Source: an optimization exercise on an open RTL-to-GDS flow (aim: small area). Production flows keep margins and buffers that such runs may drop.
No functional check of the RTL was part of this run.

### flow/constraint.sdc
create_clock -name core_clock -period 8.0 [get_ports {CLK_Filter}]
set_input_delay 1.6000 -clock core_clock [delete_from_list [all_inputs] [get_ports {CLK_Filter}]]
set_output_delay 1.6000 -clock core_clock [all_outputs]
set_load 0.01 [all_outputs]
### flow/design.v
module fir_filter (
    input CLK_Filter,
    input rst_n,
    input wire [7:0] filter_in,
    output reg [19:0] filter_out
);
  reg [7:0] d0;
  reg [7:0] d1;
  reg [7:0] d2;
  reg [7:0] d3;
  reg [7:0] d4;
  reg [7:0] d5;
  reg [7:0] d6;
  reg [7:0] d7;
  reg [7:0] d8;
  reg [7:0] d9;
  reg [7:0] d10;
  reg [7:0] d11;
  reg [7:0] d12;
  reg [7:0] d13;
  reg [7:0] d14;
  reg [7:0] d15;
  reg [7:0] d16;
  reg [7:0] d17;
  reg [7:0] d18;
  reg [7:0] d19;
  reg [7:0] d20;
  reg [7:0] d21;
  reg [7:0] d22;
  reg [7:0] d23;
  always @(posedge CLK_Filter or negedge rst_n) begin
    if (!rst_n) begin
      d0 <= 8'd0;
      d1 <= 8'd0;
      d2 <= 8'd0;
      d3 <= 8'd0;
      d4 <= 8'd0;
      d5 <= 8'd0;
      d6 <= 8'd0;
      d7 <= 8'd0;
      d8 <= 8'd0;
      d9 <= 8'd0;
      d10 <= 8'd0;
      d11 <= 8'd0;
      d12 <= 8'd0;
      d13 <= 8'd0;
      d14 <= 8'd0;
      d15 <= 8'd0;
      d16 <= 8'd0;
      d17 <= 8'd0;
      d18 <= 8'd0;
      d19 <= 8'd0;
      d20 <= 8'd0;
      d21 <= 8'd0;
      d22 <= 8'd0;
      d23 <= 8'd0;
    end else begin
      d0 <= filter_in;
      d1 <= d0;
      d2 <= d1;
      d3 <= d2;
      d4 <= d3;
      d5 <= d4;
      d6 <= d5;
      d7 <= d6;
      d8 <= d7;
      d9 <= d8;
      d10 <= d9;
      d11 <= d10;
      d12 <= d11;
      d13 <= d12;
      d14 <= d13;
      d15 <= d14;
      d16 <= d15;
      d17 <= d16;
      d18 <= d17;
      d19 <= d18;
      d20 <= d19;
      d21 <= d20;
      d22 <= d21;
      d23 <= d22;
    end
  end
  wire s0 = d3[0] ^ d22[0];
  wire c1 = d3[0] & d22[0];
  wire s2 = d3[1] ^ d22[1] ^ c1;
  wire c3 = (d3[1] & d22[1]) | (d3[1] & c1) | (d22[1] & c1);
  wire s4 = d3[2] ^ d22[2] ^ c3;
  wire c5 = (d3[2] & d22[2]) | (d3[2] & c3) | (d22[2] & c3);
  wire s6 = d3[3] ^ d22[3] ^ c5;
  wire c7 = (d3[3] & d22[3]) | (d3[3] & c5) | (d22[3] & c5);
  wire s8 = d3[4] ^ d22[4] ^ c7;
  wire c9 = (d3[4] & d22[4]) | (d3[4] & c7) | (d22[4] & c7);
  wire s10 = d3[5] ^ d22[5] ^ c9;
  wire c11 = (d3[5] & d22[5]) | (d3[5] & c9) | (d22[5] & c9);
  wire s12 = d3[6] ^ d22[6] ^ c11;
  wire c13 = (d3[6] & d22[6]) | (d3[6] & c11) | (d22[6] & c11);
  wire s14 = d3[7] ^ d22[7] ^ c13;
  wire c15 = (d3[7] & d22[7]) | (d3[7] & c13) | (d22[7] & c13);
  wire s16 = d5[0] ^ d20[0];
  wire c17 = d5[0] & d20[0];
  wire s18 = d5[1] ^ d20[1] ^ c17;
  wire c19 = (d5[1] & d20[1]) | (d5[1] & c17) | (d20[1] & c17);
  wire s20 = d5[2] ^ d20[2] ^ c19;
  wire c21 = (d5[2] & d20[2]) | (d5[2] & c19) | (d20[2] & c19);
  wire s22 = d5[3] ^ d20[3] ^ c21;
  wire c23 = (d5[3] & d20[3]) | (d5[3] & c21) | (d20[3] & c21);
  wire s24 = d5[4] ^ d20[4] ^ c23;
  wire c25 = (d5[4] & d20[4]) | (d5[4] & c23) | (d20[4] & c23);
  wire s26 = d5[5] ^ d20[5] ^ c25;
  wire c27 = (d5[5] & d20[5]) | (d5[5] & c25) | (d20[5] & c25);
  wire s28 = d5[6] ^ d20[6] ^ c27;
  wire c29 = (d5[6] & d20[6]) | (d5[6] & c27) | (d20[6] & c27);
  wire s30 = d5[7] ^ d20[7] ^ c29;
  wire c31 = (d5[7] & d20[7]) | (d5[7] & c29) | (d20[7] & c29);
  wire n32 = ~s16;
  wire n33 = ~s18;
  wire n34 = ~s20;
  wire n35 = ~s22;
  wire n36 = ~s24;
  wire n37 = ~s26;
  wire n38 = ~s28;
  wire n39 = ~s30;
  wire n40 = ~c31;
  wire s41 = d6[0] ^ d19[0];
  wire c42 = d6[0] & d19[0];
  wire s43 = d6[1] ^ d19[1] ^ c42;
  wire c44 = (d6[1] & d19[1]) | (d6[1] & c42) | (d19[1] & c42);
  wire s45 = d6[2] ^ d19[2] ^ c44;
  wire c46 = (d6[2] & d19[2]) | (d6[2] & c44) | (d19[2] & c44);
  wire s47 = d6[3] ^ d19[3] ^ c46;
  wire c48 = (d6[3] & d19[3]) | (d6[3] & c46) | (d19[3] & c46);
  wire s49 = d6[4] ^ d19[4] ^ c48;
  wire c50 = (d6[4] & d19[4]) | (d6[4] & c48) | (d19[4] & c48);
  wire s51 = d6[5] ^ d19[5] ^ c50;
  wire c52 = (d6[5] & d19[5]) | (d6[5] & c50) | (d19[5] & c50);
  wire s53 = d6[6] ^ d19[6] ^ c52;
  wire c54 = (d6[6] & d19[6]) | (d6[6] & c52) | (d19[6] & c52);
  wire s55 = d6[7] ^ d19[7] ^ c54;
  wire c56 = (d6[7] & d19[7]) | (d6[7] & c54) | (d19[7] & c54);
  wire s57 = d7[0] ^ d18[0];
  wire c58 = d7[0] & d18[0];
  wire s59 = d7[1] ^ d18[1] ^ c58;
  wire c60 = (d7[1] & d18[1]) | (d7[1] & c58) | (d18[1] & c58);
  wire s61 = d7[2] ^ d18[2] ^ c60;
  wire c62 = (d7[2] & d18[2]) | (d7[2] & c60) | (d18[2] & c60);
  wire s63 = d7[3] ^ d18[3] ^ c62;
  wire c64 = (d7[3] & d18[3]) | (d7[3] & c62) | (d18[3] & c62);
  wire s65 = d7[4] ^ d18[4] ^ c64;
  wire c66 = (d7[4] & d18[4]) | (d7[4] & c64) | (d18[4] & c64);
  wire s67 = d7[5] ^ d18[5] ^ c66;
  wire c68 = (d7[5] & d18[5]) | (d7[5] & c66) | (d18[5] & c66);
  wire s69 = d7[6] ^ d18[6] ^ c68;
  wire c70 = (d7[6] & d18[6]) | (d7[6] & c68) | (d18[6] & c68);
  wire s71 = d7[7] ^ d18[7] ^ c70;
  wire c72 = (d7[7] & d18[7]) | (d7[7] & c70) | (d18[7] & c70);
  wire n73 = ~s57;
  wire n74 = ~s59;
  wire n75 = ~s61;
  wire n76 = ~s63;
  wire n77 = ~s65;
  wire n78 = ~s67;
  wire n79 = ~s69;
  wire n80 = ~s71;
  wire n81 = ~c72;
  wire s82 = d8[0] ^ d17[0];
  wire c83 = d8[0] & d17[0];
  wire s84 = d8[1] ^ d17[1] ^ c83;
  wire c85 = (d8[1] & d17[1]) | (d8[1] & c83) | (d17[1] & c83);
  wire s86 = d8[2] ^ d17[2] ^ c85;
  wire c87 = (d8[2] & d17[2]) | (d8[2] & c85) | (d17[2] & c85);
  wire s88 = d8[3] ^ d17[3] ^ c87;
  wire c89 = (d8[3] & d17[3]) | (d8[3] & c87) | (d17[3] & c87);
  wire s90 = d8[4] ^ d17[4] ^ c89;
  wire c91 = (d8[4] & d17[4]) | (d8[4] & c89) | (d17[4] & c89);
  wire s92 = d8[5] ^ d17[5] ^ c91;
  wire c93 = (d8[5] & d17[5]) | (d8[5] & c91) | (d17[5] & c91);
  wire s94 = d8[6] ^ d17[6] ^ c93;
  wire c95 = (d8[6] & d17[6]) | (d8[6] & c93) | (d17[6] & c93);
  wire s96 = d8[7] ^ d17[7] ^ c95;
  wire c97 = (d8[7] & d17[7]) | (d8[7] & c95) | (d17[7] & c95);
  wire n98 = ~s82;
  wire n99 = ~s84;
  wire n100 = ~s86;
  wire n101 = ~s88;
  wire n102 = ~s90;
  wire n103 = ~s92;
  wire n104 = ~s94;
  wire n105 = ~s96;
  wire n106 = ~c97;
  wire s107 = d9[0] ^ d16[0];
  wire c108 = d9[0] & d16[0];
  wire s109 = d9[1] ^ d16[1] ^ c108;
  wire c110 = (d9[1] & d16[1]) | (d9[1] & c108) | (d16[1] & c108);
  wire s111 = d9[2] ^ d16[2] ^ c110;
  wire c112 = (d9[2] & d16[2]) | (d9[2] & c110) | (d16[2] & c110);
  wire s113 = d9[3] ^ d16[3] ^ c112;
  wire c114 = (d9[3] & d16[3]) | (d9[3] & c112) | (d16[3] & c112);
  wire s115 = d9[4] ^ d16[4] ^ c114;
  wire c116 = (d9[4] & d16[4]) | (d9[4] & c114) | (d16[4] & c114);
  wire s117 = d9[5] ^ d16[5] ^ c116;
  wire c118 = (d9[5] & d16[5]) | (d9[5] & c116) | (d16[5] & c116);
  wire s119 = d9[6] ^ d16[6] ^ c118;
  wire c120 = (d9[6] & d16[6]) | (d9[6] & c118) | (d16[6] & c118);
  wire s121 = d9[7] ^ d16[7] ^ c120;
  wire c122 = (d9[7] & d16[7]) | (d9[7] & c120) | (d16[7] & c120);
  wire n123 = ~s107;
  wire n124 = ~s109;
  wire n125 = ~s111;
  wire n126 = ~s113;
  wire n127 = ~s115;
  wire n128 = ~s117;
  wire n129 = ~s119;
  wire n130 = ~s121;
  wire n131 = ~c122;
  wire s132 = d10[0] ^ d15[0];
  wire c133 = d10[0] & d15[0];
  wire s134 = d10[1] ^ d15[1] ^ c133;
  wire c135 = (d10[1] & d15[1]) | (d10[1] & c133) | (d15[1] & c133);
  wire s136 = d10[2] ^ d15[2] ^ c135;
  wire c137 = (d10[2] & d15[2]) | (d10[2] & c135) | (d15[2] & c135);
  wire s138 = d10[3] ^ d15[3] ^ c137;
  wire c139 = (d10[3] & d15[3]) | (d10[3] & c137) | (d15[3] & c137);
  wire s140 = d10[4] ^ d15[4] ^ c139;
  wire c141 = (d10[4] & d15[4]) | (d10[4] & c139) | (d15[4] & c139);
  wire s142 = d10[5] ^ d15[5] ^ c141;
  wire c143 = (d10[5] & d15[5]) | (d10[5] & c141) | (d15[5] & c141);
  wire s144 = d10[6] ^ d15[6] ^ c143;
  wire c145 = (d10[6] & d15[6]) | (d10[6] & c143) | (d15[6] & c143);
  wire s146 = d10[7] ^ d15[7] ^ c145;
  wire c147 = (d10[7] & d15[7]) | (d10[7] & c145) | (d15[7] & c145);
  wire n148 = ~s132;
  wire n149 = ~s134;
  wire n150 = ~s136;
  wire n151 = ~s138;
  wire n152 = ~s140;
  wire n153 = ~s142;
  wire n154 = ~s144;
  wire n155 = ~s146;
  wire n156 = ~c147;
  wire s157 = d11[0] ^ d14[0];
  wire c158 = d11[0] & d14[0];
  wire s159 = d11[1] ^ d14[1] ^ c158;
  wire c160 = (d11[1] & d14[1]) | (d11[1] & c158) | (d14[1] & c158);
  wire s161 = d11[2] ^ d14[2] ^ c160;
  wire c162 = (d11[2] & d14[2]) | (d11[2] & c160) | (d14[2] & c160);
  wire s163 = d11[3] ^ d14[3] ^ c162;
  wire c164 = (d11[3] & d14[3]) | (d11[3] & c162) | (d14[3] & c162);
  wire s165 = d11[4] ^ d14[4] ^ c164;
  wire c166 = (d11[4] & d14[4]) | (d11[4] & c164) | (d14[4] & c164);
  wire s167 = d11[5] ^ d14[5] ^ c166;
  wire c168 = (d11[5] & d14[5]) | (d11[5] & c166) | (d14[5] & c166);
  wire s169 = d11[6] ^ d14[6] ^ c168;
  wire c170 = (d11[6] & d14[6]) | (d11[6] & c168) | (d14[6] & c168);
  wire s171 = d11[7] ^ d14[7] ^ c170;
  wire c172 = (d11[7] & d14[7]) | (d11[7] & c170) | (d14[7] & c170);
  wire n173 = ~s157;
  wire n174 = ~s159;
  wire n175 = ~s161;
  wire n176 = ~s163;
  wire n177 = ~s165;
  wire n178 = ~s167;
  wire n179 = ~s169;
  wire n180 = ~s171;
  wire n181 = ~c172;
  wire s182 = n123 ^ n148;
  wire c183 = n123 & n148;
  wire s184 = d2[0] ^ d23[0] ^ s0;
  wire c185 = (d2[0] & d23[0]) | (d2[0] & s0) | (d23[0] & s0);
  wire s186 = s157 ^ n98 ^ c183;
  wire c187 = (s157 & n98) | (s157 & c183) | (n98 & c183);
  wire s188 = s184 ^ n124 ^ n149;
  wire c189 = (s184 & n124) | (s184 & n149) | (n124 & n149);
  wire s190 = s186 ^ s188;
  wire c191 = s186 & s188;
  wire s192 = 1'b1 ^ d2[1] ^ d23[1];
  wire c193 = (1'b1 & d2[1]) | (1'b1 & d23[1]) | (d2[1] & d23[1]);
  wire s194 = s41 ^ n32 ^ n73;
  wire c195 = (s41 & n32) | (s41 & n73) | (n32 & n73);
  wire s196 = s192 ^ c185 ^ s2;
  wire c197 = (s192 & c185) | (s192 & s2) | (c185 & s2);
  wire s198 = s159 ^ n99 ^ s194;
  wire c199 = (s159 & n99) | (s159 & s194) | (n99 & s194);
  wire s200 = c187 ^ s196 ^ n125;
  wire c201 = (c187 & s196) | (c187 & n125) | (s196 & n125);
  wire s202 = n150 ^ c189 ^ s198;
  wire c203 = (n150 & c189) | (n150 & s198) | (c189 & s198);
  wire s204 = c191 ^ s200 ^ s202;
  wire c205 = (c191 & s200) | (c191 & s202) | (s200 & s202);
  wire s206 = d2[2] ^ d23[2] ^ s0;
  wire c207 = (d2[2] & d23[2]) | (d2[2] & s0) | (d23[2] & s0);
  wire s208 = s41 ^ n173 ^ c193;
  wire c209 = (s41 & n173) | (s41 & c193) | (n173 & c193);
  wire s210 = s43 ^ s206 ^ c195;
  wire c211 = (s43 & s206) | (s43 & c195) | (s206 & c195);
  wire s212 = n33 ^ n74 ^ s208;
  wire c213 = (n33 & n74) | (n33 & s208) | (n74 & s208);
  wire s214 = s4 ^ s161 ^ c197;
  wire c215 = (s4 & s161) | (s4 & c197) | (s161 & c197);
  wire s216 = n100 ^ c199 ^ s210;
  wire c217 = (n100 & c199) | (n100 & s210) | (c199 & s210);
  wire s218 = s212 ^ s214 ^ n126;
  wire c219 = (s212 & s214) | (s212 & n126) | (s214 & n126);
  wire s220 = n151 ^ c201 ^ c203;
  wire c221 = (n151 & c201) | (n151 & c203) | (c201 & c203);
  wire s222 = s216 ^ s218 ^ c205;
  wire c223 = (s216 & s218) | (s216 & c205) | (s218 & c205);
  wire s224 = s220 ^ s222;
  wire c225 = s220 & s222;
  wire s226 = d2[3] ^ d23[3] ^ d4[0];
  wire c227 = (d2[3] & d23[3]) | (d2[3] & d4[0]) | (d23[3] & d4[0]);
  wire s228 = d21[0] ^ s82 ^ n148;
  wire c229 = (d21[0] & s82) | (d21[0] & n148) | (s82 & n148);
  wire s230 = s226 ^ c207 ^ s2;
  wire c231 = (s226 & c207) | (s226 & s2) | (c207 & s2);
  wire s232 = s43 ^ n174 ^ c209;
  wire c233 = (s43 & n174) | (s43 & c209) | (n174 & c209);
  wire s234 = s228 ^ s45 ^ s230;
  wire c235 = (s228 & s45) | (s228 & s230) | (s45 & s230);
  wire s236 = c211 ^ n34 ^ n75;
  wire c237 = (c211 & n34) | (c211 & n75) | (n34 & n75);
  wire s238 = c213 ^ s232 ^ s6;
  wire c239 = (c213 & s232) | (c213 & s6) | (s232 & s6);
  wire s240 = s163 ^ c215 ^ n101;
  wire c241 = (s163 & c215) | (s163 & n101) | (c215 & n101);
  wire s242 = s234 ^ c217 ^ s236;
  wire c243 = (s234 & c217) | (s234 & s236) | (c217 & s236);
  wire s244 = s238 ^ n127 ^ n152;
  wire c245 = (s238 & n127) | (s238 & n152) | (n127 & n152);
  wire s246 = c219 ^ s240 ^ c221;
  wire c247 = (c219 & s240) | (c219 & c221) | (s240 & c221);
  wire s248 = s242 ^ s244 ^ c223;
  wire c249 = (s242 & s244) | (s242 & c223) | (s244 & c223);
  wire s250 = s246 ^ c225 ^ s248;
  wire c251 = (s246 & c225) | (s246 & s248) | (c225 & s248);
  wire s252 = 1'b1 ^ d2[4] ^ d23[4];
  wire c253 = (1'b1 & d2[4]) | (1'b1 & d23[4]) | (d2[4] & d23[4]);
  wire s254 = d4[1] ^ d21[1] ^ s16;
  wire c255 = (d4[1] & d21[1]) | (d4[1] & s16) | (d21[1] & s16);
  wire s256 = s41 ^ s107 ^ c227;
  wire c257 = (s41 & s107) | (s41 & c227) | (s107 & c227);
  wire s258 = s252 ^ s84 ^ s254;
  wire c259 = (s252 & s84) | (s252 & s254) | (s84 & s254);
  wire s260 = c229 ^ n149 ^ s256;
  wire c261 = (c229 & n149) | (c229 & s256) | (n149 & s256);
  wire s262 = s4 ^ s45 ^ c231;
  wire c263 = (s4 & s45) | (s4 & c231) | (s45 & c231);
  wire s264 = n175 ^ c233 ^ s258;
  wire c265 = (n175 & c233) | (n175 & s258) | (c233 & s258);
  wire s266 = s260 ^ s47 ^ c235;
  wire c267 = (s260 & s47) | (s260 & c235) | (s47 & c235);
  wire s268 = s262 ^ n35 ^ n76;
  wire c269 = (s262 & n35) | (s262 & n76) | (n35 & n76);
  wire s270 = c237 ^ s264 ^ s8;
  wire c271 = (c237 & s264) | (c237 & s8) | (s264 & s8);
  wire s272 = s165 ^ c239 ^ n102;
  wire c273 = (s165 & c239) | (s165 & n102) | (c239 & n102);
  wire s274 = c241 ^ s266 ^ c243;
  wire c275 = (c241 & s266) | (c241 & c243) | (s266 & c243);
  wire s276 = s268 ^ s270 ^ n128;
  wire c277 = (s268 & s270) | (s268 & n128) | (s270 & n128);
  wire s278 = n153 ^ c245 ^ s272;
  wire c279 = (n153 & c245) | (n153 & s272) | (c245 & s272);
  wire s280 = c247 ^ s274 ^ s276;
  wire c281 = (c247 & s274) | (c247 & s276) | (s274 & s276);
  wire s282 = s278 ^ c249 ^ s280;
  wire c283 = (s278 & c249) | (s278 & s280) | (c249 & s280);
  wire s284 = c251 ^ s282;
  wire c285 = c251 & s282;
  wire s286 = d2[5] ^ d23[5] ^ d4[2];
  wire c287 = (d2[5] & d23[5]) | (d2[5] & d4[2]) | (d23[5] & d4[2]);
  wire s288 = d21[2] ^ s57 ^ s82;
  wire c289 = (d21[2] & s57) | (d21[2] & s82) | (s57 & s82);
  wire s290 = s107 ^ c253 ^ s286;
  wire c291 = (s107 & c253) | (s107 & s286) | (c253 & s286);
  wire s292 = c255 ^ s18 ^ s43;
  wire c293 = (c255 & s18) | (c255 & s43) | (s18 & s43);
  wire s294 = s109 ^ s288 ^ c257;
  wire c295 = (s109 & s288) | (s109 & c257) | (s288 & c257);
  wire s296 = s290 ^ s86 ^ c259;
  wire c297 = (s290 & s86) | (s290 & c259) | (s86 & c259);
  wire s298 = s292 ^ n150 ^ c261;
  wire c299 = (s292 & n150) | (s292 & c261) | (n150 & c261);
  wire s300 = s294 ^ s6 ^ s47;
  wire c301 = (s294 & s6) | (s294 & s47) | (s6 & s47);
  wire s302 = c263 ^ n176 ^ c265;
  wire c303 = (c263 & n176) | (c263 & c265) | (n176 & c265);
  wire s304 = s296 ^ s298 ^ s49;
  wire c305 = (s296 & s298) | (s296 & s49) | (s298 & s49);
  wire s306 = c267 ^ s300 ^ n36;
  wire c307 = (c267 & s300) | (c267 & n36) | (s300 & n36);
  wire s308 = n77 ^ c269 ^ s302;
  wire c309 = (n77 & c269) | (n77 & s302) | (c269 & s302);
  wire s310 = s10 ^ s167 ^ c271;
  wire c311 = (s10 & s167) | (s10 & c271) | (s167 & c271);
  wire s312 = s304 ^ n103 ^ c273;
  wire c313 = (s304 & n103) | (s304 & c273) | (n103 & c273);
  wire s314 = c275 ^ s306 ^ s308;
  wire c315 = (c275 & s306) | (c275 & s308) | (s306 & s308);
  wire s316 = s310 ^ n129 ^ n154;
  wire c317 = (s310 & n129) | (s310 & n154) | (n129 & n154);
  wire s318 = c277 ^ c279 ^ s312;
  wire c319 = (c277 & c279) | (c277 & s312) | (c279 & s312);
  wire s320 = s314 ^ c281 ^ s316;
  wire c321 = (s314 & c281) | (s314 & s316) | (c281 & s316);
  wire s322 = s318 ^ c283 ^ s320;
  wire c323 = (s318 & c283) | (s318 & s320) | (c283 & s320);
  wire s324 = c285 ^ s322;
  wire c325 = c285 & s322;
  wire s326 = d2[6] ^ d23[6] ^ d4[3];
  wire c327 = (d2[6] & d23[6]) | (d2[6] & d4[3]) | (d23[6] & d4[3]);
  wire s328 = d21[3] ^ d12[0] ^ d13[0];
  wire c329 = (d21[3] & d12[0]) | (d21[3] & d13[0]) | (d12[0] & d13[0]);
  wire s330 = s132 ^ s157 ^ c287;
  wire c331 = (s132 & s157) | (s132 & c287) | (s157 & c287);
  wire s332 = s326 ^ s328 ^ c289;
  wire c333 = (s326 & s328) | (s326 & c289) | (s328 & c289);
  wire s334 = s59 ^ s84 ^ s109;
  wire c335 = (s59 & s84) | (s59 & s109) | (s84 & s109);
  wire s336 = c291 ^ s330 ^ s20;
  wire c337 = (c291 & s330) | (c291 & s20) | (s330 & s20);
  wire s338 = s45 ^ s111 ^ c293;
  wire c339 = (s45 & s111) | (s45 & c293) | (s111 & c293);
  wire s340 = s332 ^ s334 ^ c295;
  wire c341 = (s332 & s334) | (s332 & c295) | (s334 & c295);
  wire s342 = s88 ^ c297 ^ s336;
  wire c343 = (s88 & c297) | (s88 & s336) | (c297 & s336);
  wire s344 = s338 ^ n151 ^ c299;
  wire c345 = (s338 & n151) | (s338 & c299) | (n151 & c299);
  wire s346 = s340 ^ s8 ^ s49;
  wire c347 = (s340 & s8) | (s340 & s49) | (s8 & s49);
  wire s348 = c301 ^ n177 ^ c303;
  wire c349 = (c301 & n177) | (c301 & c303) | (n177 & c303);
  wire s350 = s342 ^ s344 ^ s51;
  wire c351 = (s342 & s344) | (s342 & s51) | (s344 & s51);
  wire s352 = c305 ^ s346 ^ n37;
  wire c353 = (c305 & s346) | (c305 & n37) | (s346 & n37);
  wire s354 = n78 ^ c307 ^ c309;
  wire c355 = (n78 & c307) | (n78 & c309) | (c307 & c309);
  wire s356 = s348 ^ s12 ^ s169;
  wire c357 = (s348 & s12) | (s348 & s169) | (s12 & s169);
  wire s358 = c311 ^ s350 ^ n104;
  wire c359 = (c311 & s350) | (c311 & n104) | (s350 & n104);
  wire s360 = c313 ^ s352 ^ c315;
  wire c361 = (c313 & s352) | (c313 & c315) | (s352 & c315);
  wire s362 = s354 ^ s356 ^ n130;
  wire c363 = (s354 & s356) | (s354 & n130) | (s356 & n130);
  wire s364 = n155 ^ c317 ^ c319;
  wire c365 = (n155 & c317) | (n155 & c319) | (c317 & c319);
  wire s366 = s358 ^ s360 ^ s362;
  wire c367 = (s358 & s360) | (s358 & s362) | (s360 & s362);
  wire s368 = c321 ^ s364 ^ c323;
  wire c369 = (c321 & s364) | (c321 & c323) | (s364 & c323);
  wire s370 = s366 ^ c325 ^ s368;
  wire c371 = (s366 & c325) | (s366 & s368) | (c325 & s368);
  wire s372 = d2[7] ^ d23[7] ^ d4[4];
  wire c373 = (d2[7] & d23[7]) | (d2[7] & d4[4]) | (d23[7] & d4[4]);
  wire s374 = d21[4] ^ d12[1] ^ d13[1];
  wire c375 = (d21[4] & d12[1]) | (d21[4] & d13[1]) | (d12[1] & d13[1]);
  wire s376 = c327 ^ c329 ^ s372;
  wire c377 = (c327 & c329) | (c327 & s372) | (c329 & s372);
  wire s378 = s374 ^ s134 ^ s159;
  wire c379 = (s374 & s134) | (s374 & s159) | (s134 & s159);
  wire s380 = c331 ^ s376 ^ c333;
  wire c381 = (c331 & s376) | (c331 & c333) | (s376 & c333);
  wire s382 = s61 ^ s86 ^ s111;
  wire c383 = (s61 & s86) | (s61 & s111) | (s86 & s111);
  wire s384 = c335 ^ s378 ^ s22;
  wire c385 = (c335 & s378) | (c335 & s22) | (s378 & s22);
  wire s386 = s47 ^ s113 ^ c337;
  wire c387 = (s47 & s113) | (s47 & c337) | (s113 & c337);
  wire s388 = c339 ^ s380 ^ s382;
  wire c389 = (c339 & s380) | (c339 & s382) | (s380 & s382);
  wire s390 = c341 ^ s90 ^ c343;
  wire c391 = (c341 & s90) | (c341 & c343) | (s90 & c343);
  wire s392 = s384 ^ s386 ^ n152;
  wire c393 = (s384 & s386) | (s384 & n152) | (s386 & n152);
  wire s394 = s388 ^ c345 ^ s10;
  wire c395 = (s388 & c345) | (s388 & s10) | (c345 & s10);
  wire s396 = s51 ^ c347 ^ n178;
  wire c397 = (s51 & c347) | (s51 & n178) | (c347 & n178);
  wire s398 = c349 ^ s390 ^ s392;
  wire c399 = (c349 & s390) | (c349 & s392) | (s390 & s392);
  wire s400 = s53 ^ c351 ^ s394;
  wire c401 = (s53 & c351) | (s53 & s394) | (c351 & s394);
  wire s402 = n38 ^ n79 ^ c353;
  wire c403 = (n38 & n79) | (n38 & c353) | (n79 & c353);
  wire s404 = s396 ^ c355 ^ s398;
  wire c405 = (s396 & c355) | (s396 & s398) | (c355 & s398);
  wire s406 = s14 ^ s171 ^ c357;
  wire c407 = (s14 & s171) | (s14 & c357) | (s171 & c357);
  wire s408 = n131 ^ n156 ^ n105;
  wire c409 = (n131 & n156) | (n131 & n105) | (n156 & n105);
  wire s410 = c359 ^ s400 ^ s402;
  wire c411 = (c359 & s400) | (c359 & s402) | (s400 & s402);
  wire s412 = c361 ^ s404 ^ s406;
  wire c413 = (c361 & s404) | (c361 & s406) | (s404 & s406);
  wire s414 = c363 ^ s408 ^ c365;
  wire c415 = (c363 & s408) | (c363 & c365) | (s408 & c365);
  wire s416 = s410 ^ s412 ^ c367;
  wire c417 = (s410 & s412) | (s410 & c367) | (s412 & c367);
  wire s418 = s414 ^ c369 ^ s416;
  wire c419 = (s414 & c369) | (s414 & s416) | (c369 & s416);
  wire s420 = c371 ^ s418;
  wire c421 = c371 & s418;
  wire s422 = d4[5] ^ d21[5] ^ d12[2];
  wire c423 = (d4[5] & d21[5]) | (d4[5] & d12[2]) | (d21[5] & d12[2]);
  wire s424 = d13[2] ^ c373 ^ c375;
  wire c425 = (d13[2] & c373) | (d13[2] & c375) | (c373 & c375);
  wire s426 = s422 ^ c377 ^ s424;
  wire c427 = (s422 & c377) | (s422 & s424) | (c377 & s424);
  wire s428 = s136 ^ s161 ^ c379;
  wire c429 = (s136 & s161) | (s136 & c379) | (s161 & c379);
  wire s430 = s426 ^ c381 ^ s63;
  wire c431 = (s426 & c381) | (s426 & s63) | (c381 & s63);
  wire s432 = s88 ^ s113 ^ c383;
  wire c433 = (s88 & s113) | (s88 & c383) | (s113 & c383);
  wire s434 = s428 ^ s24 ^ s49;
  wire c435 = (s428 & s24) | (s428 & s49) | (s24 & s49);
  wire s436 = s115 ^ c385 ^ c387;
  wire c437 = (s115 & c385) | (s115 & c387) | (c385 & c387);
  wire s438 = c389 ^ s430 ^ s432;
  wire c439 = (c389 & s430) | (c389 & s432) | (s430 & s432);
  wire s440 = s92 ^ c391 ^ s434;
  wire c441 = (s92 & c391) | (s92 & s434) | (c391 & s434);
  wire s442 = s436 ^ n153 ^ c393;
  wire c443 = (s436 & n153) | (s436 & c393) | (n153 & c393);
  wire s444 = s438 ^ s12 ^ s53;
  wire c445 = (s438 & s12) | (s438 & s53) | (s12 & s53);
  wire s446 = c395 ^ n179 ^ c397;
  wire c447 = (c395 & n179) | (c395 & c397) | (n179 & c397);
  wire s448 = s440 ^ c399 ^ s442;
  wire c449 = (s440 & c399) | (s440 & s442) | (c399 & s442);
  wire s450 = c15 ^ c172 ^ s55;
  wire c451 = (c15 & c172) | (c15 & s55) | (c172 & s55);
  wire s452 = n106 ^ c401 ^ s444;
  wire c453 = (n106 & c401) | (n106 & s444) | (c401 & s444);
  wire s454 = n39 ^ n80 ^ c403;
  wire c455 = (n39 & n80) | (n39 & c403) | (n80 & c403);
  wire s456 = s446 ^ s448 ^ c405;
  wire c457 = (s446 & s448) | (s446 & c405) | (s448 & c405);
  wire s458 = c407 ^ s450 ^ c409;
  wire c459 = (c407 & s450) | (c407 & c409) | (s450 & c409);
  wire s460 = s452 ^ c411 ^ s454;
  wire c461 = (s452 & c411) | (s452 & s454) | (c411 & s454);
  wire s462 = s456 ^ c413 ^ s458;
  wire c463 = (s456 & c413) | (s456 & s458) | (c413 & s458);
  wire s464 = c415 ^ s460 ^ c417;
  wire c465 = (c415 & s460) | (c415 & c417) | (s460 & c417);
  wire s466 = s462 ^ c419 ^ s464;
  wire c467 = (s462 & c419) | (s462 & s464) | (c419 & s464);
  wire s468 = c421 ^ s466;
  wire c469 = c421 & s466;
  wire s470 = d4[6] ^ d21[6] ^ d12[3];
  wire c471 = (d4[6] & d21[6]) | (d4[6] & d12[3]) | (d21[6] & d12[3]);
  wire s472 = d13[3] ^ c423 ^ s470;
  wire c473 = (d13[3] & c423) | (d13[3] & s470) | (c423 & s470);
  wire s474 = c425 ^ s472 ^ c427;
  wire c475 = (c425 & s472) | (c425 & c427) | (s472 & c427);
  wire s476 = s138 ^ s163 ^ c429;
  wire c477 = (s138 & s163) | (s138 & c429) | (s163 & c429);
  wire s478 = s474 ^ s65 ^ s90;
  wire c479 = (s474 & s65) | (s474 & s90) | (s65 & s90);
  wire s480 = s115 ^ c431 ^ c433;
  wire c481 = (s115 & c431) | (s115 & c433) | (c431 & c433);
  wire s482 = s476 ^ s26 ^ s51;
  wire c483 = (s476 & s26) | (s476 & s51) | (s26 & s51);
  wire s484 = s117 ^ c435 ^ c437;
  wire c485 = (s117 & c435) | (s117 & c437) | (c435 & c437);
  wire s486 = c439 ^ s478 ^ s480;
  wire c487 = (c439 & s478) | (c439 & s480) | (s478 & s480);
  wire s488 = s94 ^ c441 ^ s482;
  wire c489 = (s94 & c441) | (s94 & s482) | (c441 & s482);
  wire s490 = s484 ^ n154 ^ c443;
  wire c491 = (s484 & n154) | (s484 & c443) | (n154 & c443);
  wire s492 = s486 ^ c56 ^ s14;
  wire c493 = (s486 & c56) | (s486 & s14) | (c56 & s14);
  wire s494 = s55 ^ c445 ^ n40;
  wire c495 = (s55 & c445) | (s55 & n40) | (c445 & n40);
  wire s496 = n81 ^ n180 ^ c447;
  wire c497 = (n81 & n180) | (n81 & c447) | (n180 & c447);
  wire s498 = s488 ^ c449 ^ s490;
  wire c499 = (s488 & c449) | (s488 & s490) | (c449 & s490);
  wire s500 = c451 ^ c453 ^ s492;
  wire c501 = (c451 & c453) | (c451 & s492) | (c453 & s492);
  wire s502 = c455 ^ s494 ^ s496;
  wire c503 = (c455 & s494) | (c455 & s496) | (s494 & s496);
  wire s504 = s498 ^ c457 ^ c459;
  wire c505 = (s498 & c457) | (s498 & c459) | (c457 & c459);
  wire s506 = s500 ^ c461 ^ s502;
  wire c507 = (s500 & c461) | (s500 & s502) | (c461 & s502);
  wire s508 = c463 ^ s504 ^ s506;
  wire c509 = (c463 & s504) | (c463 & s506) | (s504 & s506);
  wire s510 = c465 ^ s508 ^ c467;
  wire c511 = (c465 & s508) | (c465 & c467) | (s508 & c467);
  wire s512 = c469 ^ s510;
  wire c513 = c469 & s510;
  wire s514 = 1'b1 ^ d4[7] ^ d21[7];
  wire c515 = (1'b1 & d4[7]) | (1'b1 & d21[7]) | (d4[7] & d21[7]);
  wire s516 = d12[4] ^ d13[4] ^ c471;
  wire c517 = (d12[4] & d13[4]) | (d12[4] & c471) | (d13[4] & c471);
  wire s518 = s514 ^ c473 ^ s516;
  wire c519 = (s514 & c473) | (s514 & s516) | (c473 & s516);
  wire s520 = s518 ^ c475 ^ s140;
  wire c521 = (s518 & c475) | (s518 & s140) | (c475 & s140);
  wire s522 = s165 ^ c477 ^ s67;
  wire c523 = (s165 & c477) | (s165 & s67) | (c477 & s67);
  wire s524 = s92 ^ s117 ^ c479;
  wire c525 = (s92 & s117) | (s92 & c479) | (s117 & c479);
  wire s526 = c481 ^ s520 ^ s28;
  wire c527 = (c481 & s520) | (c481 & s28) | (s520 & s28);
  wire s528 = s53 ^ s119 ^ c483;
  wire c529 = (s53 & s119) | (s53 & c483) | (s119 & c483);
  wire s530 = c485 ^ c487 ^ s522;
  wire c531 = (c485 & c487) | (c485 & s522) | (c487 & s522);
  wire s532 = s524 ^ c15 ^ c56;
  wire c533 = (s524 & c15) | (s524 & c56) | (c15 & c56);
  wire s534 = s96 ^ n181 ^ c489;
  wire c535 = (s96 & n181) | (s96 & c489) | (n181 & c489);
  wire s536 = s526 ^ s528 ^ n155;
  wire c537 = (s526 & s528) | (s526 & n155) | (s528 & n155);
  wire s538 = c491 ^ s530 ^ c493;
  wire c539 = (c491 & s530) | (c491 & c493) | (s530 & c493);
  wire s540 = s532 ^ c495 ^ c497;
  wire c541 = (s532 & c495) | (s532 & c497) | (c495 & c497);
  wire s542 = s534 ^ s536 ^ c499;
  wire c543 = (s534 & s536) | (s534 & c499) | (s536 & c499);
  wire s544 = c501 ^ s538 ^ c503;
  wire c545 = (c501 & s538) | (c501 & c503) | (s538 & c503);
  wire s546 = s540 ^ s542 ^ c505;
  wire c547 = (s540 & s542) | (s540 & c505) | (s542 & c505);
  wire s548 = c507 ^ s544 ^ s546;
  wire c549 = (c507 & s544) | (c507 & s546) | (s544 & s546);
  wire s550 = c509 ^ s548 ^ c511;
  wire c551 = (c509 & s548) | (c509 & c511) | (s548 & c511);
  wire s552 = c513 ^ s550;
  wire c553 = c513 & s550;
  wire s554 = 1'b1 ^ d12[5] ^ d13[5];
  wire c555 = (1'b1 & d12[5]) | (1'b1 & d13[5]) | (d12[5] & d13[5]);
  wire s556 = c515 ^ s554 ^ c517;
  wire c557 = (c515 & s554) | (c515 & c517) | (s554 & c517);
  wire s558 = c519 ^ s556 ^ s142;
  wire c559 = (c519 & s556) | (c519 & s142) | (s556 & s142);
  wire s560 = s167 ^ c521 ^ s69;
  wire c561 = (s167 & c521) | (s167 & s69) | (c521 & s69);
  wire s562 = s94 ^ s119 ^ c523;
  wire c563 = (s94 & s119) | (s94 & c523) | (s119 & c523);
  wire s564 = c525 ^ s558 ^ c97;
  wire c565 = (c525 & s558) | (c525 & c97) | (s558 & c97);
  wire s566 = s30 ^ s55 ^ s121;
  wire c567 = (s30 & s55) | (s30 & s121) | (s55 & s121);
  wire s568 = c527 ^ c529 ^ n156;
  wire c569 = (c527 & c529) | (c527 & n156) | (c529 & n156);
  wire s570 = c531 ^ s560 ^ s562;
  wire c571 = (c531 & s560) | (c531 & s562) | (s560 & s562);
  wire s572 = c533 ^ s564 ^ c535;
  wire c573 = (c533 & s564) | (c533 & c535) | (s564 & c535);
  wire s574 = s566 ^ c537 ^ s568;
  wire c575 = (s566 & c537) | (s566 & s568) | (c537 & s568);
  wire s576 = s570 ^ c539 ^ c541;
  wire c577 = (s570 & c539) | (s570 & c541) | (c539 & c541);
  wire s578 = s572 ^ c543 ^ s574;
  wire c579 = (s572 & c543) | (s572 & s574) | (c543 & s574);
  wire s580 = c545 ^ s576 ^ s578;
  wire c581 = (c545 & s576) | (c545 & s578) | (s576 & s578);
  wire s582 = c547 ^ s580 ^ c549;
  wire c583 = (c547 & s580) | (c547 & c549) | (s580 & c549);
  wire s584 = s582 ^ c551 ^ c553;
  wire c585 = (s582 & c551) | (s582 & c553) | (c551 & c553);
  wire s586 = 1'b1 ^ d12[6] ^ d13[6];
  wire c587 = (1'b1 & d12[6]) | (1'b1 & d13[6]) | (d12[6] & d13[6]);
  wire s588 = c555 ^ s586 ^ c557;
  wire c589 = (c555 & s586) | (c555 & c557) | (s586 & c557);
  wire s590 = s588 ^ s144 ^ s169;
  wire c591 = (s588 & s144) | (s588 & s169) | (s144 & s169);
  wire s592 = c559 ^ c31 ^ c56;
  wire c593 = (c559 & c31) | (c559 & c56) | (c31 & c56);
  wire s594 = c122 ^ s71 ^ s96;
  wire c595 = (c122 & s71) | (c122 & s96) | (s71 & s96);
  wire s596 = s121 ^ c561 ^ c563;
  wire c597 = (s121 & c561) | (s121 & c563) | (c561 & c563);
  wire s598 = s590 ^ c565 ^ c567;
  wire c599 = (s590 & c565) | (s590 & c567) | (c565 & c567);
  wire s600 = s592 ^ c569 ^ c571;
  wire c601 = (s592 & c569) | (s592 & c571) | (c569 & c571);
  wire s602 = s594 ^ s596 ^ c573;
  wire c603 = (s594 & s596) | (s594 & c573) | (s596 & c573);
  wire s604 = s598 ^ c575 ^ s600;
  wire c605 = (s598 & c575) | (s598 & s600) | (c575 & s600);
  wire s606 = c577 ^ s602 ^ c579;
  wire c607 = (c577 & s602) | (c577 & c579) | (s602 & c579);
  wire s608 = s604 ^ c581 ^ s606;
  wire c609 = (s604 & c581) | (s604 & s606) | (c581 & s606);
  wire s610 = s608 ^ c583 ^ c585;
  wire c611 = (s608 & c583) | (s608 & c585) | (c583 & c585);
  wire s612 = d12[7] ^ d13[7] ^ c587;
  wire c613 = (d12[7] & d13[7]) | (d12[7] & c587) | (d13[7] & c587);
  wire s614 = s612 ^ c589 ^ c72;
  wire c615 = (s612 & c589) | (s612 & c72) | (c589 & c72);
  wire s616 = c97 ^ c122 ^ s146;
  wire c617 = (c97 & c122) | (c97 & s146) | (c122 & s146);
  wire s618 = s171 ^ c591 ^ c593;
  wire c619 = (s171 & c591) | (s171 & c593) | (c591 & c593);
  wire s620 = c595 ^ c597 ^ s614;
  wire c621 = (c595 & c597) | (c595 & s614) | (c597 & s614);
  wire s622 = s616 ^ c599 ^ s618;
  wire c623 = (s616 & c599) | (s616 & s618) | (c599 & s618);
  wire s624 = c601 ^ s620 ^ c603;
  wire c625 = (c601 & s620) | (c601 & c603) | (s620 & c603);
  wire s626 = s622 ^ c605 ^ s624;
  wire c627 = (s622 & c605) | (s622 & s624) | (c605 & s624);
  wire s628 = c607 ^ s626 ^ c609;
  wire c629 = (c607 & s626) | (c607 & c609) | (s626 & c609);
  wire s630 = s628 ^ c611;
  wire c631 = s628 & c611;
  wire s632 = 1'b1 ^ c613 ^ c147;
  wire c633 = (1'b1 & c613) | (1'b1 & c147) | (c613 & c147);
  wire s634 = c172 ^ c615 ^ c617;
  wire c635 = (c172 & c615) | (c172 & c617) | (c615 & c617);
  wire s636 = s632 ^ c619 ^ c621;
  wire c637 = (s632 & c619) | (s632 & c621) | (c619 & c621);
  wire s638 = s634 ^ c623 ^ s636;
  wire c639 = (s634 & c623) | (s634 & s636) | (c623 & s636);
  wire s640 = c625 ^ s638 ^ c627;
  wire c641 = (c625 & s638) | (c625 & c627) | (s638 & c627);
  wire s642 = s640 ^ c629 ^ c631;
  wire c643 = (s640 & c629) | (s640 & c631) | (c629 & c631);
  wire s644 = 1'b1 ^ c633 ^ c635;
  wire c645 = (1'b1 & c633) | (1'b1 & c635) | (c633 & c635);
  wire s646 = c637 ^ s644 ^ c639;
  wire c647 = (c637 & s644) | (c637 & c639) | (s644 & c639);
  wire s648 = s646 ^ c641 ^ c643;
  wire c649 = (s646 & c641) | (s646 & c643) | (c641 & c643);
  wire s650 = 1'b1 ^ c645 ^ c647;
  wire c651 = (1'b1 & c645) | (1'b1 & c647) | (c645 & c647);
  wire s652 = s650 ^ c649;
  wire c653 = s650 & c649;
  wire s654 = 1'b1 ^ c651 ^ c653;
  wire c655 = (1'b1 & c651) | (1'b1 & c653) | (c651 & c653);
  wire s656 = 1'b1 ^ c655;
  wire c657 = 1'b1 & c655;
  wire [19:0] y = {s656, s654, s652, s648, s642, s630, s610, s584, s552, s512, s468, s420, s370, s324, s284, s250, s224, s204, s190, s182};
  always @(posedge CLK_Filter or negedge rst_n) begin
    if (!rst_n) filter_out <= 20'd0;
    else filter_out <= y;
  end
endmodule
### flow/run.sh
#!/bin/bash
# synth_recipe.tcl (not shown) runs the flow's synth.tcl, then flattens the netlist and writes it again
# the make line also repeats each setting of config.mk as NAME=value (left out here)
make -C /OpenROAD-flow-scripts/flow DESIGN_CONFIG=/design/flow/config.mk WORK_HOME=/design/flow/orfs CLKGATE_MAP_FILE= SYNTH_SCRIPT=/design/flow/synth_recipe.tcl finish
### flow/config.mk
export PLATFORM = sky130hd
export DESIGN_NAME = fir_filter
export DESIGN_NICKNAME = fir_filter
export VERILOG_FILES = /design/flow/design.v
export SDC_FILE = /design/flow/constraint.sdc
export NUM_CORES = 4
export LEC_CHECK = 0
export CAP_MARGIN = 20
export CORE_MARGIN = 2
export CORE_UTILIZATION = 40
export SLEW_MARGIN = 20
==> results.txt <==
[synthesized netlist by cell type]
cell type / number / area [µm²]
sky130_fd_sc_hd__maj3_2: 3 / 33.8
sky130_fd_sc_hd__xor2_1: 3 / 26.3
sky130_fd_sc_hd__ha_1: 31 / 388
sky130_fd_sc_hd__o21a_1: 1 / 7.51
sky130_fd_sc_hd__xnor2_1: 10 / 87.6
sky130_fd_sc_hd__inv_1: 395 / 1480
sky130_fd_sc_hd__dfrtp_1: 212 / 5310
sky130_fd_sc_hd__maj3_1: 2 / 20.0
sky130_fd_sc_hd__o21ai_0: 2 / 10.0
sky130_fd_sc_hd__nor2_1: 1 / 3.75
sky130_fd_sc_hd__fa_1: 265 / 5310
sky130_fd_sc_hd__nand2b_1: 2 / 12.5
[final timing paths]
| kind | start | endpoint | slack [ns] | cells past startpoint |
|---|---|---|---|---|
| setup / recovery | d8[0] | filter_out[18] | -0.99 | 34 |
| hold / removal | d1[5] | d2[5] | 0.35 | 0 |
| setup reg to reg | d8[0] | filter_out[18] | -0.99 | 34 |
| hold reg to reg | d1[5] | d2[5] | 0.35 | 0 |
| max in group asynchronous | rst_n | d8[4] | 5.51 | 3 |
| min in group asynchronous | rst_n | d2[2] | 1.18 | 1 |
[final cells by class]
type / instances / area, µm² / area share, %
multi-input cells: 320 / 6090 / 40.0
flip-flops and latches: 212 / 5310 / 34.8
inverters: 395 / 1480 / 9.74
repair buffers: 124 / 1030 / 6.75
clock buffers: 36 / 717 / 4.71
well taps: 402 / 503 / 3.30
clock inverters: 9 / 97.6 / 0.641
[worst max-delay path: cells and delay by family (launching register included)]
kind	cells	cell delay, ns
flip-flops	1	0.41
adder cells (fa/ha/maj)	22	7.93
buffers and inverters	12	0.55
[cell families after synthesis]
kind of cell | synth area share [%]
adders and majority gates | 45.3
xor gates and xnor gates | 0.898
DFF | 41.8
and+or+nand+nor | 0.128
buffers and inverters | 11.7
AOI/OAI and AO/OA | 0.138
[layer usage]
metal | routed length, µm | track usage [%] | share of wire [%] | vias up
met1 | 11300 | 24.4 | 46 | 3335
met2 | 11900 | 27.8 | 48 | 93
met3 | 1090 | 2.55 | 4.4 | 32
li1 | - | - | - | 2759
met4 | 410 | 3.42 | 1.7 | 0
met5 | 0 | 0 | 0 | -
[placed cells by master (no fill, tap or decap), types with 3 or more instances in the layout]
master,count
sky130_fd_sc_hd__fa_1,216
sky130_fd_sc_hd__maj3_2,3
sky130_fd_sc_hd__clkinv_2,3
sky130_fd_sc_hd__ha_1,23
sky130_fd_sc_hd__ha_2,3
sky130_fd_sc_hd__dfrtp_1,212
sky130_fd_sc_hd__xnor2_1,10
sky130_fd_sc_hd__buf_4,94
sky130_fd_sc_hd__fa_2,49
sky130_fd_sc_hd__inv_2,22
sky130_fd_sc_hd__clkbuf_16,25
sky130_fd_sc_hd__ha_4,5
sky130_fd_sc_hd__inv_1,373
sky130_fd_sc_hd__clkdlybuf4s50_1,28
sky130_fd_sc_hd__clkbuf_1,6
sky130_fd_sc_hd__clkbuf_8,5
[repair_timing]
item / CTS / global route
buffers inserted: 2 / 2
pin swaps: 26 / 15
hold endpoints to repair: 0 / 0
hold buffers: 0 / 0
resized for setup: 30 / 32
endpoints found under the setup margin: 7 / 7
==> results.txt <==
----------------------------------------------------
[Finish]
  Non-filler cells in the finished layout ... 1,498
  Net count of the finished layout ... 1,384
  Util after Layout ... 48.5%
  Total non-filler cell area in the finished layout ... 0.0152 mm²
  Synth-to-Final Area Change ... 20.1%
  Layout cell share with drive strength beyond 1 ... 19.9%
  Largest Register ... filter_out
  Filler Cells Inserted ... 2,749
  Number of antenna cells inserted ... 0
  Max reg flops ... 20

[CTS]
  Root cell of the clock tree ... sky130_fd_sc_hd__clkbuf_16
  Htree depth ... 1
  Worst-path clk slew ... 0.06 ns
  TritonCTS clock tree ... yes
  Number of clock sinks ... 212
  CTS Buf Count ... 25
  Clock insertion delay at the later pin of the skew report ... 0.54 ns
  Maximum buffer depth of the clock tree ... 3

[Worst setup path]
  Startpoint Class ... flip-flop
  Master of the slowest instance on the critical path ... sky130_fd_sc_hd__fa_1
  Signal arrival time at the worst endpoint ... 9.42 ns
  Data required time of the critical path ... 8.44 ns
  Max Fanout on Critical Path ... 2
  Critical path capture point type ... flip-flop
  Stage delay of the slowest cell on the critical path ... 0.55 ns
  Critical path type ... flip-flop to flip-flop

[Place]
  Number of port buffers ... 29
  Placement-stage cell area ... 0.0142 mm²
  HPWL after detailed placement ... 20,100 µm
  Post-Place Worst Slack ... -1.23 ns
  Routability-driven placement congestion ratio ... 0.861
  Cell total after placement ... 1,448

[STA]
  Total negative slack ... -3.62 ns
  Hold Violations, Final ... 0
  Highest attainable clock frequency ... 111 MHz
  Final max-slew violation count ... 0
  Post-route worst hold slack ... 0.346 ns
  Tcrit/Tclk final ... 112%
  Final WS setup ... -0.986 ns
  Setup repair after global routing missed its margin ... yes
  Worst setup skew after layout ... 0.0172 ns
  Slew of the pin with the lowest slew margin ... 0.976 ns
  Number of setup violations in the final report ... 5
  Minimum clock period ... 8.99 ns
  Rel. slew slack ... 35.0%

[Routing]
  Initial DRC Count ... 245
  Post-detailed-route via-to-cell ratio ... 4.15
  Residual DRC count ... 0
  Via count ... 6,219
  Routed WL ... 24,800 µm
  Remaining antenna violation count ... 0
  Final routed wire length divided by cell count ... 16.5 µm
  First-pass DRT Iterations ... 4

[Run]
  Number of max-cap violations ... 0

[Min path]
  Class of the most critical hold timing path ... flip-flop to flip-flop

[Global route]
  Via count of the first global-routing pass ... 7,603
  Maximum number of pins on one net before global-route repair ... 131
  Global-route wire length before repair ... 41,800 µm
  Grt ovf ... 0
  Antenna violations before repair ... 0
  GRT Overall Usage ... 16.9%

[Die]
  Starting utilization of the core area ... 40.4%
  Area of the core ... 0.0314 mm²
  Die X-Extent ... 182 µm
  Rows ... 65
  Total Die Area ... 0.0331 mm²
  Die outline height ... 182 µm
  Top-level I/O count ... 30

[Synth]
  Synth warn ... 1
  Average cell area after synthesis ... 13.7 µm²
  Total of flip-flops plus latches after synthesis ... 212
  Post-synth design cell area ... 0.0127 mm²
  Number of instances in the synthesized netlist ... 927
  Proportion of synthesized chip area in sequential cells ... 41.8%
  Number of unique standard cell types used by synthesis ... 12
  Net count of the mapped netlist ... 1,233

[Outcome]
  Layout violations ..... setup timing
  Run status ... finished with violations

----------------------------------------------------

[port drivers added, routing unchanged]
How much do the figures lean on ideal ports? The routed layout below was timed once more, with nothing changed but the port constraints.
Step 1 assumes that a clkbuf_16 drives the clock port and a buf_2 every other input.
Step 2 adds t to the input delays and takes it off the output delays; t is the mean of the earliest and latest rising clock arrival at the registers after step 1. Input paths then give back, and output paths get back, about the clock's delay inside the block.
Three values: ideal ports, drivers, drivers and shift; two values: the first two.
shift t [ns]: 0.576
slack for setup (ns): -0.986 / -0.986 / -0.986
worst setup path at the end: register to register
worst data-port slew with drivers (ns): 0.05
pins driven straight from the clock port: 1
The setup slack of this run moves by 0.000 ns with the drivers and by 0.000 ns with both steps.
